Background: an optimization exercise with open tools, aiming at small area. Do not read the settings as production practice. The RTL was checked by simulation tests, not by an equivalence proof against the original design. No driver is modelled on the clock port, so clock power and skew are understated where the tree is cut down; a real chip needs a root buffer or a tree. No activity file was given, so power comes from the tool's default toggle rates.

==> flow/design.v <==
module CounterUD(
input wire clk, reset, En,
input wire [2:0] SW,
input wire UD,
output wire [7:0] LED,
output wire [7:0] Dao );
reg ca, cb;  
reg [2:0] r1;  
reg [6:0] r2;  
reg [9:0] r3;  
reg [12:0] r4;  
reg [16:0] r5;  
reg [19:0] r6;  
reg [19:0] r7;  
reg [7:1] fr;
reg p;
reg [7:0] cnt;
wire fb1 = ~(r1[2] ^ r1[1]);
wire e2 = ((r2 & 7'd115) == 7'd16);
wire e3 = ((r3 & 10'd863) == 10'd73);
wire e4 = ((r4 & 13'd8187) == 13'd681);
wire e5 = ((r5 & 17'd128957) == 17'd16385);
wire e6 = ((r6 & 20'd983037) == 20'd567400);
wire e7 = ((r7 & 20'd1040383) == 20'd984328);
wire set1 = ~ca & ((r1 & 3'd1) == 3'd1);
wire clr1 = cb & ((r1 & 3'd7) == 3'd4);
wire set2 = ~ca & ((r2 & 7'd100) == 7'd4);
wire clr2 = cb & e2;
wire set3 = ~ca & ((r3 & 10'd821) == 10'd0);
wire clr3 = cb & e3;
wire set4 = ~ca & ((r4 & 13'd7483) == 13'd265);
wire clr4 = cb & e4;
wire set5 = ~ca & ((r5 & 17'd16363) == 17'd1);
wire clr5 = cb & e5;
wire set6 = ~ca & ((r6 & 20'd704383) == 20'd557420);
wire clr6 = cb & e6;
wire set7 = ~ca & ((r1 & 3'd3) == 3'd3) & ((r7 & 20'd1048054) == 20'd855296);
wire clr7 = cb & e7 & ((r1 & 3'd5) == 3'd4);
wire [7:0] f = {fr, ca};
wire s = En & f[SW];
wire [7:0] nx;
wire [7:0] c;  
assign c[0] = s & ~p;
genvar i;
generate for (i = 0; i < 7; i = i + 1) begin : g_ud
  if (i % 2 == 0) begin : g_even
    ud_even u (.ci(c[i]), .q(cnt[i]), .ud(UD), .co(c[i+1]), .qn(nx[i]));
  end else begin : g_odd
    ud_odd u (.ci(c[i]), .q(cnt[i]), .ud(UD), .co(c[i+1]), .qn(nx[i]));
  end
end endgenerate
ud_last u7 (.ci(c[7]), .q(cnt[7]), .qn(nx[7]));
always @(posedge clk, posedge reset)
if (reset) begin
  ca <= 1'b0; cb <= 1'b0;
  r1 <= 3'd0;
  r2 <= 7'd36;
  r3 <= 10'd18;
  r4 <= 13'd1368;
  r5 <= 17'd36996;
  r6 <= 20'd213200;
  r7 <= 20'd805392;
  fr <= 7'd0; p <= 1'b0; cnt <= 8'd0;
end else begin
  ca <= ~cb; cb <= ca & ~cb;
  r1 <= {r1[1:0], fb1};
  r2 <= {r2[5], r2[4], r2[3], r2[2], (r2[1] | e2), r2[0], (r2[6] ^ r2[5])};
  r3 <= {r3[8], r3[7], (r3[6] & ~e3), r3[5], r3[4], r3[3], r3[2], r3[1], r3[0], ~(r3[9] ^ r3[6])};
  r4 <= {r4[11], r4[10], r4[9], r4[8], r4[7], r4[6], r4[5], r4[4], r4[3], r4[2], r4[1], (r4[0] & ~e4), ~(r4[12] ^ r4[3])};
  r5 <= {r5[15], r5[14], r5[13], r5[12], r5[11], r5[10], r5[9], r5[8], r5[7], r5[6], r5[5], r5[4], r5[3], r5[2], r5[1], (r5[0] & ~e5), (r5[16] ^ r5[2])};
  r6 <= {r6[18], r6[17], r6[16], r6[15], r6[14], r6[13], r6[12], (r6[11] & ~e6), r6[10], r6[9], r6[8], r6[7], r6[6], r6[5], r6[4], r6[3], r6[2], r6[1], r6[0], ~(r6[19] ^ r6[0])};
  r7 <= {r7[18], r7[17], (r7[16] & ~e7), r7[15], r7[14], r7[13], r7[12], r7[11], r7[10], r7[9], r7[8], r7[7], r7[6], r7[5], r7[4], r7[3], r7[2], r7[1], r7[0], (r7[19] ^ r7[16])};
  fr[1] <= set1 | (fr[1] & ~clr1);
  fr[2] <= set2 | (fr[2] & ~clr2);
  fr[3] <= set3 | (fr[3] & ~clr3);
  fr[4] <= set4 | (fr[4] & ~clr4);
  fr[5] <= set5 | (fr[5] & ~clr5);
  fr[6] <= set6 | (fr[6] & ~clr6);
  fr[7] <= set7 | (fr[7] & ~clr7);
  p <= s;
  cnt <= nx;
end
assign LED = cnt;
assign Dao = ~cnt;
endmodule
module ud_even(input wire ci, q, ud, output wire co, qn);
assign co = ~(ci & (q ^ ud));
assign qn = q ^ ci;
endmodule
module ud_odd(input wire ci, q, ud, output wire co, qn);
assign co = ~(ci | ~(q ^ ud));
assign qn = ~(q ^ ci);
endmodule
module ud_last(input wire ci, q, output wire qn);
assign qn = ~(q ^ ci);
endmodule
export LEC_CHECK = 0
export CAP_MARGIN = 5
export CORE_MARGIN = 2
export CORE_UTILIZATION = 70
export SLEW_MARGIN = 5
export SYNTH_HIERARCHICAL = 1
export SYNTH_MINIMUM_KEEP_SIZE = 0
create_clock -name core_clock -period 10.0 [get_ports {clk}]
standard.sh (not shown) runs the stock make flow with config.mk's settings and CLKGATE_MAP_FILE= SYNTH_SCRIPT=/design/flow/synth_recipe.tcl, a recipe that flattens the netlist after the stock synthesis.
==> flow/flow/run.sh <==
#!/bin/bash
# Standard ORFS layout (standard.sh) with changes that only affect cell sizes and buffers:
# - combinational cells downsized after synthesis (later repair steps upsize where needed),
# - port buffers are buf_1,
# - CTS without dummy loads; its tree is then replaced by four leaf buffers driven from the
#   clock port (reclock_step.tcl), one per group of nearby registers (one group kept
#   small so a smaller buffer can drive it).
set -euo pipefail
R=orfs/results/$FLOW_PLATFORM/CounterUD/base
export BUFFER_PORTS_ARGS="-buffer_cell sky130_fd_sc_hd__buf_1"
export CTS_ARGS="-sink_clustering_enable -repair_clock_nets -dont_use_dummy_load -buf_list sky130_fd_sc_hd__clkbuf_8"
bash standard.sh synth > run_synth.log 2>&1
DOWNSIZE_ODB=$R/1_synth.odb openroad -no_init -exit flow/downsize.tcl > run_downsize.log 2>&1
bash standard.sh cts > run_cts.log 2>&1
RECLOCK_ODB=$R/4_cts.odb RECLOCK_SDC=$R/4_cts.sdc RECLOCK_K=4 RECLOCK_SMALL=20 RECLOCK_NSMALL=2 RECLOCK_CAP=34 RECLOCK_BUF=sky130_fd_sc_hd__clkbuf_8 \
  RECLOCK_SIZES="sky130_fd_sc_hd__clkbuf_8 sky130_fd_sc_hd__clkbuf_16" RECLOCK_SLEW=0.118 \
  openroad -no_init -exit flow/reclock_step.tcl > run_reclock.log 2>&1
bash standard.sh finish > run_finish.log 2>&1
==> flow/flow/reclock.tcl <==
# Rebuild the clock tree that CTS made as K leaf buffers driven straight from the clock port.
# Sinks are split into K groups by k-means on their locations; each buffer sits at its
# group's centroid and is legalized by detailed placement.
set K $::env(RECLOCK_K)
set bufname $::env(RECLOCK_BUF)
set block [ord::get_db_block]
set db [ord::get_db]
set bt [$block findBTerm clk]
set clknet [$bt getNet]
set master [$db findMaster $bufname]
# walk the tree from the port: collect buffers and register clock pins
set sinks {}
set bufs {}
set front [list $clknet]
while {[llength $front]} {
  set net [lindex $front 0]; set front [lrange $front 1 end]
  foreach it [$net getITerms] {
    if {[$it isOutputSignal]} { continue }
    set inst [$it getInst]
    set mn [[$inst getMaster] getName]
    if {[string match *clkbuf* $mn] || [string match *clkinv* $mn] || [string match *__buf_* $mn]} {
      if {[string match *clkinv* $mn]} { error "inverter in clock tree" }
      lappend bufs $inst
      foreach o [$inst getITerms] { if {[$o isOutputSignal] && [$o getNet] ne "NULL"} { lappend front [$o getNet] } }
    } else {
      lappend sinks $it
    }
  }
}
puts "reclock: [llength $bufs] old buffers, [llength $sinks] sinks"
# sink locations
set pts {}
foreach it $sinks {
  set b [[$it getInst] getBBox]
  lappend pts [list [expr {([$b xMin]+[$b xMax])/2}] [expr {([$b yMin]+[$b yMax])/2}]]
}
# k-means, seeded along x sorted order
set n [llength $pts]
set sorted [lsort -real -index 0 $pts]
set cent {}
for {set k 0} {$k < $K} {incr k} { lappend cent [lindex $sorted [expr {int(($k+0.5)*$n/$K)}]] }
for {set iter 0} {$iter < 50} {incr iter} {
  set asg {}
  foreach p $pts {
    set bk 0; set bd 1e30
    for {set k 0} {$k < $K} {incr k} {
      set c [lindex $cent $k]
      set d [expr {abs([lindex $p 0]-[lindex $c 0]) + abs([lindex $p 1]-[lindex $c 1])}]
      if {$d < $bd} { set bd $d; set bk $k }
    }
    lappend asg $bk
  }
  set nc {}
  for {set k 0} {$k < $K} {incr k} {
    set sx 0; set sy 0; set cnt 0
    foreach p $pts a $asg { if {$a == $k} { set sx [expr {$sx+[lindex $p 0]}]; set sy [expr {$sy+[lindex $p 1]}]; incr cnt } }
    if {$cnt} { lappend nc [list [expr {$sx/$cnt}] [expr {$sy/$cnt}]] } else { lappend nc [lindex $cent $k] }
  }
  set cent $nc
}
# optionally shrink the smallest group to RECLOCK_SMALL sinks (so a smaller buffer can drive it),
# moving its farthest sinks to the nearest other group
set nsmall [expr {[info exists ::env(RECLOCK_NSMALL)] ? $::env(RECLOCK_NSMALL) : 1}]
set shrunk {}
for {set si 0} {$si < $nsmall} {incr si} {
if {[info exists ::env(RECLOCK_SMALL)] && $K > 1} {
  set small $::env(RECLOCK_SMALL)
  set cnts {}
  for {set k 0} {$k < $K} {incr k} {
    if {[lsearch -exact $shrunk $k] >= 0} { lappend cnts 1000000 } else { lappend cnts [llength [lsearch -all -exact $asg $k]] }
  }
  set ks [lsearch -exact $cnts [tcl::mathfunc::min {*}$cnts]]
  lappend shrunk $ks
  set c [lindex $cent $ks]
  while {[llength [lsearch -all -exact $asg $ks]] > $small} {
    set far -1; set fd -1
    foreach i [lsearch -all -exact $asg $ks] {
      set p [lindex $pts $i]
      set d [expr {abs([lindex $p 0]-[lindex $c 0]) + abs([lindex $p 1]-[lindex $c 1])}]
      if {$d > $fd} { set fd $d; set far $i }
    }
    set p [lindex $pts $far]; set bk -1; set bd 1e30
    for {set k 0} {$k < $K} {incr k} {
      if {[lsearch -exact $shrunk $k] >= 0} { continue }
      if {[llength [lsearch -all -exact $asg $k]] >= $::env(RECLOCK_CAP)} { continue }
      set cc [lindex $cent $k]
      set d [expr {abs([lindex $p 0]-[lindex $cc 0]) + abs([lindex $p 1]-[lindex $cc 1])}]
      if {$d < $bd} { set bd $d; set bk $k }
    }
    lset asg $far $bk
  }
  # recompute centroids
  set nc {}
  for {set k 0} {$k < $K} {incr k} {
    set sx 0; set sy 0; set cnt 0
    foreach p $pts a $asg { if {$a == $k} { set sx [expr {$sx+[lindex $p 0]}]; set sy [expr {$sy+[lindex $p 1]}]; incr cnt } }
    if {$cnt} { lappend nc [list [expr {$sx/$cnt}] [expr {$sy/$cnt}]] } else { lappend nc [lindex $cent $k] }
  }
  set cent $nc
}
}
# remove the old tree
foreach it $sinks { $it disconnect }
foreach inst $bufs {
  foreach o [$inst getITerms] {
    set nn [$o getNet]
    if {$nn ne "NULL" && [$o isOutputSignal]} { $o disconnect; odb::dbNet_destroy $nn } else { $o disconnect }
  }
  odb::dbInst_destroy $inst
}
# new leaf buffers
for {set k 0} {$k < $K} {incr k} {
  set inst [odb::dbInst_create $block $master "clkleaf_$k"]
  set net [odb::dbNet_create $block "clkleaf_net_$k"]
  $net setSigType CLOCK
  foreach it [$inst getITerms] {
    set mt [[$it getMTerm] getName]
    if {$mt eq "A"} { $it connect $clknet } elseif {$mt eq "X"} { $it connect $net }
  }
  set c [lindex $cent $k]
  $inst setLocation [expr {int([lindex $c 0])}] [expr {int([lindex $c 1])}]
  $inst setPlacementStatus PLACED
  set cnt 0
  foreach it $sinks a $asg { if {$a == $k} { $it connect $net; incr cnt } }
  puts "reclock: leaf $k at $c drives $cnt sinks"
}
==> flow/flow/sizeleaf.tcl <==
# After reclock.tcl: size each leaf buffer to the smallest of RECLOCK_SIZES whose sinks'
# clock slew stays under RECLOCK_SLEW (ns), by placement parasitics.
set_propagated_clock [all_clocks]
set sizes $::env(RECLOCK_SIZES)
set target $::env(RECLOCK_SLEW)
proc leaf_slew {k} {
  set net [[ord::get_db_block] findNet "clkleaf_net_$k"]
  set ms 0
  foreach it [$net getITerms] {
    if {[$it isOutputSignal]} { continue }
    set pin [get_pins [[$it getInst] getName]/[[$it getMTerm] getName]]
    foreach p {slew_max_rise slew_max_fall} { set s [get_property $pin $p]; if {$s > $ms} {set ms $s} }
  }
  return $ms
}
for {set k 0} {$k < $::env(RECLOCK_K)} {incr k} {
  set inst [[ord::get_db_block] findInst "clkleaf_$k"]
  foreach sz $sizes {
    replace_cell [get_cells clkleaf_$k] $sz
    estimate_parasitics -placement
    set s [leaf_slew $k]
    puts "reclock: leaf $k $sz slew $s"
    if {$s <= $target} { break }
  }
}
Other scripts of this flow, unchanged in this note and not shown: flow/flow/downsize.tcl, flow/flow/reclock_step.tcl
Rerun with:
==> flow/flow/run.sh (replaced) <==
#!/bin/bash
# Standard ORFS layout (standard.sh) with changes that only affect cell sizes and buffers:
# - combinational cells downsized after synthesis (later repair steps upsize where needed),
# - port buffers are buf_1,
# - CTS without dummy loads; its tree is then replaced by four leaf buffers driven from the
#   clock port (reclock_step.tcl), one per group of nearby registers.
set -euo pipefail
R=orfs/results/$FLOW_PLATFORM/CounterUD/base
export BUFFER_PORTS_ARGS="-buffer_cell sky130_fd_sc_hd__buf_1"
export CTS_ARGS="-sink_clustering_enable -repair_clock_nets -dont_use_dummy_load -buf_list sky130_fd_sc_hd__clkbuf_8"
bash standard.sh synth > run_synth.log 2>&1
DOWNSIZE_ODB=$R/1_synth.odb openroad -no_init -exit flow/downsize.tcl > run_downsize.log 2>&1
bash standard.sh cts > run_cts.log 2>&1
RECLOCK_ODB=$R/4_cts.odb RECLOCK_SDC=$R/4_cts.sdc RECLOCK_K=4 RECLOCK_BUF=sky130_fd_sc_hd__clkbuf_8 \
  RECLOCK_SIZES="sky130_fd_sc_hd__clkbuf_8 sky130_fd_sc_hd__clkbuf_16" RECLOCK_SLEW=0.105 \
  openroad -no_init -exit flow/reclock_step.tcl > run_reclock.log 2>&1
bash standard.sh finish > run_finish.log 2>&1
--- a/flow/flow/reclock.tcl
+++ b/flow/flow/reclock.tcl
@@ -59,45 +59,4 @@
   set cent $nc
 }
-# optionally shrink the smallest group to RECLOCK_SMALL sinks (so a smaller buffer can drive it),
-# moving its farthest sinks to the nearest other group
-set nsmall [expr {[info exists ::env(RECLOCK_NSMALL)] ? $::env(RECLOCK_NSMALL) : 1}]
-set shrunk {}
-for {set si 0} {$si < $nsmall} {incr si} {
-if {[info exists ::env(RECLOCK_SMALL)] && $K > 1} {
-  set small $::env(RECLOCK_SMALL)
-  set cnts {}
-  for {set k 0} {$k < $K} {incr k} {
-    if {[lsearch -exact $shrunk $k] >= 0} { lappend cnts 1000000 } else { lappend cnts [llength [lsearch -all -exact $asg $k]] }
-  }
-  set ks [lsearch -exact $cnts [tcl::mathfunc::min {*}$cnts]]
-  lappend shrunk $ks
-  set c [lindex $cent $ks]
-  while {[llength [lsearch -all -exact $asg $ks]] > $small} {
-    set far -1; set fd -1
-    foreach i [lsearch -all -exact $asg $ks] {
-      set p [lindex $pts $i]
-      set d [expr {abs([lindex $p 0]-[lindex $c 0]) + abs([lindex $p 1]-[lindex $c 1])}]
-      if {$d > $fd} { set fd $d; set far $i }
-    }
-    set p [lindex $pts $far]; set bk -1; set bd 1e30
-    for {set k 0} {$k < $K} {incr k} {
-      if {[lsearch -exact $shrunk $k] >= 0} { continue }
-      if {[llength [lsearch -all -exact $asg $k]] >= $::env(RECLOCK_CAP)} { continue }
-      set cc [lindex $cent $k]
-      set d [expr {abs([lindex $p 0]-[lindex $cc 0]) + abs([lindex $p 1]-[lindex $cc 1])}]
-      if {$d < $bd} { set bd $d; set bk $k }
-    }
-    lset asg $far $bk
-  }
-  # recompute centroids
-  set nc {}
-  for {set k 0} {$k < $K} {incr k} {
-    set sx 0; set sy 0; set cnt 0
-    foreach p $pts a $asg { if {$a == $k} { set sx [expr {$sx+[lindex $p 0]}]; set sy [expr {$sy+[lindex $p 1]}]; incr cnt } }
-    if {$cnt} { lappend nc [list [expr {$sx/$cnt}] [expr {$sy/$cnt}]] } else { lappend nc [lindex $cent $k] }
-  }
-  set cent $nc
-}
-}
 # remove the old tree
 foreach it $sinks { $it disconnect }
Settings changed: CAP_MARGIN 5 to 20, CORE_UTILIZATION 70 to 55, SLEW_MARGIN 5 to 20.
=>
- The new run completed without violations
- design area came out higher slightly
- hold slack got worse by 9.4 ps
- total power came out higher by a few percent
- routed wire length came out lower slightly
- combinational power stays flat
- setup slack got worse by 75 ps
- fmax came out lower slightly
- synthesized cell count stays the same
Rerun with:
--- a/flow/flow/run.sh
+++ b/flow/flow/run.sh
@@ -4,5 +4,6 @@
 # - port buffers are buf_1,
 # - CTS without dummy loads; its tree is then replaced by four leaf buffers driven from the
-#   clock port (reclock_step.tcl), one per group of nearby registers.
+#   clock port (reclock_step.tcl), one per group of nearby registers (one group kept
+#   small so a smaller buffer can drive it).
 set -euo pipefail
 R=orfs/results/$FLOW_PLATFORM/CounterUD/base
@@ -12,5 +13,5 @@
 DOWNSIZE_ODB=$R/1_synth.odb openroad -no_init -exit flow/downsize.tcl > run_downsize.log 2>&1
 bash standard.sh cts > run_cts.log 2>&1
-RECLOCK_ODB=$R/4_cts.odb RECLOCK_SDC=$R/4_cts.sdc RECLOCK_K=4 RECLOCK_BUF=sky130_fd_sc_hd__clkbuf_8 \
+RECLOCK_ODB=$R/4_cts.odb RECLOCK_SDC=$R/4_cts.sdc RECLOCK_K=4 RECLOCK_SMALL=18 RECLOCK_CAP=31 RECLOCK_BUF=sky130_fd_sc_hd__clkbuf_8 \
   RECLOCK_SIZES="sky130_fd_sc_hd__clkbuf_8 sky130_fd_sc_hd__clkbuf_16" RECLOCK_SLEW=0.105 \
   openroad -no_init -exit flow/reclock_step.tcl > run_reclock.log 2>&1
--- a/flow/flow/reclock.tcl
+++ b/flow/flow/reclock.tcl
@@ -59,4 +59,38 @@
   set cent $nc
 }
+# optionally shrink the smallest group to RECLOCK_SMALL sinks (so a smaller buffer can drive it),
+# moving its farthest sinks to the nearest other group
+if {[info exists ::env(RECLOCK_SMALL)] && $K > 1} {
+  set small $::env(RECLOCK_SMALL)
+  set cnts {}
+  for {set k 0} {$k < $K} {incr k} { lappend cnts [llength [lsearch -all -exact $asg $k]] }
+  set ks [lsearch -exact $cnts [tcl::mathfunc::min {*}$cnts]]
+  set c [lindex $cent $ks]
+  while {[llength [lsearch -all -exact $asg $ks]] > $small} {
+    set far -1; set fd -1
+    foreach i [lsearch -all -exact $asg $ks] {
+      set p [lindex $pts $i]
+      set d [expr {abs([lindex $p 0]-[lindex $c 0]) + abs([lindex $p 1]-[lindex $c 1])}]
+      if {$d > $fd} { set fd $d; set far $i }
+    }
+    set p [lindex $pts $far]; set bk -1; set bd 1e30
+    for {set k 0} {$k < $K} {incr k} {
+      if {$k == $ks} { continue }
+      if {[llength [lsearch -all -exact $asg $k]] >= $::env(RECLOCK_CAP)} { continue }
+      set cc [lindex $cent $k]
+      set d [expr {abs([lindex $p 0]-[lindex $cc 0]) + abs([lindex $p 1]-[lindex $cc 1])}]
+      if {$d < $bd} { set bd $d; set bk $k }
+    }
+    lset asg $far $bk
+  }
+  # recompute centroids
+  set nc {}
+  for {set k 0} {$k < $K} {incr k} {
+    set sx 0; set sy 0; set cnt 0
+    foreach p $pts a $asg { if {$a == $k} { set sx [expr {$sx+[lindex $p 0]}]; set sy [expr {$sy+[lindex $p 1]}]; incr cnt } }
+    if {$cnt} { lappend nc [list [expr {$sx/$cnt}] [expr {$sy/$cnt}]] } else { lappend nc [lindex $cent $k] }
+  }
+  set cent $nc
+}
 # remove the old tree
 foreach it $sinks { $it disconnect }
Settings changed: CAP_MARGIN 20 to 5, SLEW_MARGIN 20 to 5.
The changed run completed with no timing, DRC or antenna violations.
Hold slack got worse by 11 ps.
Sequential power barely changes.
Register-to-register slack stays flat.
Rerun with:
--- a/flow/flow/run.sh
+++ b/flow/flow/run.sh
@@ -4,6 +4,5 @@
 # - port buffers are buf_1,
 # - CTS without dummy loads; its tree is then replaced by four leaf buffers driven from the
-#   clock port (reclock_step.tcl), one per group of nearby registers (one group kept
-#   small so a smaller buffer can drive it).
+#   clock port (reclock_step.tcl), one per group of nearby registers.
 set -euo pipefail
 R=orfs/results/$FLOW_PLATFORM/CounterUD/base
@@ -13,5 +12,5 @@
 DOWNSIZE_ODB=$R/1_synth.odb openroad -no_init -exit flow/downsize.tcl > run_downsize.log 2>&1
 bash standard.sh cts > run_cts.log 2>&1
-RECLOCK_ODB=$R/4_cts.odb RECLOCK_SDC=$R/4_cts.sdc RECLOCK_K=4 RECLOCK_SMALL=18 RECLOCK_CAP=31 RECLOCK_BUF=sky130_fd_sc_hd__clkbuf_8 \
+RECLOCK_ODB=$R/4_cts.odb RECLOCK_SDC=$R/4_cts.sdc RECLOCK_K=4 RECLOCK_BUF=sky130_fd_sc_hd__clkbuf_8 \
   RECLOCK_SIZES="sky130_fd_sc_hd__clkbuf_8 sky130_fd_sc_hd__clkbuf_16" RECLOCK_SLEW=0.105 \
   openroad -no_init -exit flow/reclock_step.tcl > run_reclock.log 2>&1
--- a/flow/flow/reclock.tcl
+++ b/flow/flow/reclock.tcl
@@ -59,38 +59,4 @@
   set cent $nc
 }
-# optionally shrink the smallest group to RECLOCK_SMALL sinks (so a smaller buffer can drive it),
-# moving its farthest sinks to the nearest other group
-if {[info exists ::env(RECLOCK_SMALL)] && $K > 1} {
-  set small $::env(RECLOCK_SMALL)
-  set cnts {}
-  for {set k 0} {$k < $K} {incr k} { lappend cnts [llength [lsearch -all -exact $asg $k]] }
-  set ks [lsearch -exact $cnts [tcl::mathfunc::min {*}$cnts]]
-  set c [lindex $cent $ks]
-  while {[llength [lsearch -all -exact $asg $ks]] > $small} {
-    set far -1; set fd -1
-    foreach i [lsearch -all -exact $asg $ks] {
-      set p [lindex $pts $i]
-      set d [expr {abs([lindex $p 0]-[lindex $c 0]) + abs([lindex $p 1]-[lindex $c 1])}]
-      if {$d > $fd} { set fd $d; set far $i }
-    }
-    set p [lindex $pts $far]; set bk -1; set bd 1e30
-    for {set k 0} {$k < $K} {incr k} {
-      if {$k == $ks} { continue }
-      if {[llength [lsearch -all -exact $asg $k]] >= $::env(RECLOCK_CAP)} { continue }
-      set cc [lindex $cent $k]
-      set d [expr {abs([lindex $p 0]-[lindex $cc 0]) + abs([lindex $p 1]-[lindex $cc 1])}]
-      if {$d < $bd} { set bd $d; set bk $k }
-    }
-    lset asg $far $bk
-  }
-  # recompute centroids
-  set nc {}
-  for {set k 0} {$k < $K} {incr k} {
-    set sx 0; set sy 0; set cnt 0
-    foreach p $pts a $asg { if {$a == $k} { set sx [expr {$sx+[lindex $p 0]}]; set sy [expr {$sy+[lindex $p 1]}]; incr cnt } }
-    if {$cnt} { lappend nc [list [expr {$sx/$cnt}] [expr {$sy/$cnt}]] } else { lappend nc [lindex $cent $k] }
-  }
-  set cent $nc
-}
 # remove the old tree
 foreach it $sinks { $it disconnect }
Result: Setup slack hardly moves; routed wire length hardly moves; critical path depth is unchanged; register-to-register slack is about the same; final cell count does not change.
No run of this note takes its clock network from TritonCTS; it comes from the design's own scripts or RTL.

[port drivers added, routing unchanged]
The results above use ideal ports. As a check the final layouts listed here were re-extracted and re-timed, cells and wires unchanged.
Step 1 (the two cells are an assumption about what drives the block):
set clk [get_ports {clk}]
set_driving_cell -lib_cell sky130_fd_sc_hd__clkbuf_16 $clk
set_driving_cell -lib_cell sky130_fd_sc_hd__buf_2 [delete_from_list [all_inputs] $clk]
Step 2 moves the port delays by t, midway between the first and last clock arrival at a register: inputs arrive t later, outputs are due t later. That takes back most of the time a late clock gives input paths.
a / b / c = no drivers / after step 1 / after step 2; a / b = the first two.
| run | shift t [ns] | setup WS [ns] | worst setup path after step 2 | worst register clock-pin slew, ns |
|---|---|---|---|---|
| the first run | 0.234 | 6.147 / 6.183 / 5.948 | input to register | 0.12 / 0.12 |
| the second run | 0.230 | 6.072 / 6.123 / 5.892 | input to register | 0.11 / 0.11 |
| the third run | 0.229 | 6.074 / 6.120 / 5.890 | input to register | 0.11 / 0.11 |
| the fourth run | 0.230 | 6.072 / 6.123 / 5.892 | input to register | 0.11 / 0.11 |
After both steps every run listed still meets setup and hold. The setup slack of the first run, which loses most, moves by +0.036 ns with the drivers and by -0.199 ns with both steps.
